Source: an optimization exercise on an open RTL-to-GDS flow (aim: small area). Production flows keep margins and buffers that such runs may drop.
Only simulation tests tie the RTL to the original design; equivalence was not proved.
Power figures rest on the tool's default switching activity, not on a simulated workload.

Design apb_slave, start of the top module:
module apb_slave (
    input wire PCLK,
    input wire PRESETn,
    input wire PSEL,
    input wire PENABLE,
    input wire PWRITE,
    input wire [31:0] PADDR,
    input wire [31:0] PWDATA,
    output wire [31:0] PRDATA,
    output reg PREADY
);
    reg [3:0] raddr;
    wire [15:0] we;
    wire [15:0] web;
    wire [15:0] sel;
    wire [31:0] q [0:15];
    always @(posedge PCLK or negedge PRESETn) begin
        if (~PRESETn)
            PREADY <= 0;
        else
            PREADY <= 1;
    end
    always @(posedge PCLK)
        raddr <= PADDR[3:0];
    wire wr = PSEL & PENABLE & PWRITE;
    genvar w, b;
    generate
        for (w = 0; w < 16; w = w + 1) begin : word
            assign we[w] = wr & (PADDR[3:0] == w);
            assign web[w] = ~we[w];
            assign sel[w] = (raddr == w);
            for (b = 0; b < 32; b = b + 1) begin : bits
                apb_bit u (.clk(PCLK), .we(we[w]), .web(web[w]), .d(PWDATA[b]), .q(q[w][b]));
            end
        end
        for (b = 0; b < 32; b = b + 1) begin : rd
            wire [5:0] x;
            apb_aoi3 g0 (.a0(q[0][b]),  .s0(sel[0]),  .a1(q[1][b]),  .s1(sel[1]),  .a2(q[2][b]),  .s2(sel[2]),  .y(x[0]));
            apb_aoi3 g1 (.a0(q[3][b]),  .s0(sel[3]),  .a1(q[4][b]),  .s1(sel[4]),  .a2(q[5][b]),  .s2(sel[5]),  .y(x[1]));
            apb_aoi3 g2 (.a0(q[6][b]),  .s0(sel[6]),  .a1(q[7][b]),  .s1(sel[7]),  .a2(q[8][b]),  .s2(sel[8]),  .y(x[2]));
            apb_aoi3 g3 (.a0(q[9][b]),  .s0(sel[9]),  .a1(q[10][b]), .s1(sel[10]), .a2(q[11][b]), .s2(sel[11]), .y(x[3]));
  ...
Size in the first run: roughly 520 flip-flops, ~100 I/O pins, roughly 17000 sq um of cells after synthesis.
Settings: LEC_CHECK=0, CAP_MARGIN=20, CORE_MARGIN=2, CORE_UTILIZATION=40, CTS_BUF_LIST=sky130_fd_sc_hd__clkbuf_16, CTS_CLUSTER_DIAMETER=80, CTS_CLUSTER_SIZE=40, SLEW_MARGIN=20, SYNTH_HIERARCHICAL=1, SYNTH_MINIMUM_KEEP_SIZE=0; clock period 5.0 ns.
run.sh (not shown) runs the stock make flow with config.mk's settings and CLKGATE_MAP_FILE= SYNTH_SCRIPT=/design/flow/synth_recipe.tcl, a recipe that flattens the netlist after the stock synthesis.
==> next run, changes <==
Settings changed: CTS_BUF_LIST sky130_fd_sc_hd__clkbuf_16 to sky130_fd_sc_hd__clkbuf_4, CTS_CLUSTER_DIAMETER 80 to unset, CTS_CLUSTER_SIZE 40 to unset.
Core utilization went up by 1.5 points; global-route usage went up by 1.3 points; setup slack got worse by 0.31 ns; sequential share of layout area went down by 1.6 points; die area stays the same; power went up by about 10%.
==> next run, changes <==
==> flow/flow/run.sh (new file) <==
#!/bin/bash
# Own layout flow: the standard synthesis and layout, with
#  - port buffers of the smallest buffer cell (every port still gets one),
#  - clock tree of clkbuf_8 leaf clusters without dummy balancing loads.
# Each step's full output goes to a log of its own in this folder.
set -euo pipefail
bash standard.sh synth > synth.log 2>&1
CTS="-sink_clustering_enable -repair_clock_nets -dont_use_dummy_load -buf_list sky130_fd_sc_hd__clkbuf_8 -sink_clustering_size 20 -sink_clustering_max_diameter 50"
bash standard.sh \
  "BUFFER_PORTS_ARGS=-buffer_cell sky130_fd_sc_hd__buf_1" \
  "CTS_ARGS=$CTS" \
  finish > layout.log 2>&1
==> flow/standard.sh (new file) <==
#!/bin/bash
# synth_recipe.tcl (not shown) runs the flow's synth.tcl, then flattens the netlist and writes it again
# the make line also repeats each setting of config.mk as NAME=value (left out here)
make -C /OpenROAD-flow-scripts/flow DESIGN_CONFIG=/design/flow/config.mk WORK_HOME=/design/flow/orfs CLKGATE_MAP_FILE= SYNTH_SCRIPT=/design/flow/synth_recipe.tcl "${@:-finish}"
Settings changed: CTS_BUF_LIST sky130_fd_sc_hd__clkbuf_4 to unset.
removed: flow/run.sh
Effect: The changed run went through all stages and came out clean; routed wire length is about the same; sequential share of layout area rises by 3.9 points; utilization falls by 3.7 points.

==> port drivers added, routing unchanged <==
The results above use ideal ports. As a check the final layouts listed here were re-extracted and re-timed, cells and wires unchanged. Step 1 assumes that a clkbuf_16 drives the clock port and a buf_2 every other input. Step 2, shift: input delay + t, output delay - t, t = (earliest + latest rising clock arrival at the registers) / 2. This alone moves slack from input paths to output paths. a / b / c = no drivers / after step 1 / after step 2; a / b = the first two.
| run | t, ns | setup slack, ns | worst setup path after step 2 | slew at the worst register clock pin (ns) | pins driven straight from the clock port |
|---|---|---|---|---|---|
| the first run | 0.650 | 0.487 / 0.431 / 1.081 | register to output | 0.12 / 0.12 | 1 |
| the second run | 1.008 | 0.175 / 0.116 / 1.124 | register to output | 0.07 / 0.07 | 1 |
| the third run | 0.682 | 0.731 / 0.675 / 1.357 | register to output | 0.12 / 0.12 | 1 |
After both steps setup and hold are still met in every run listed.
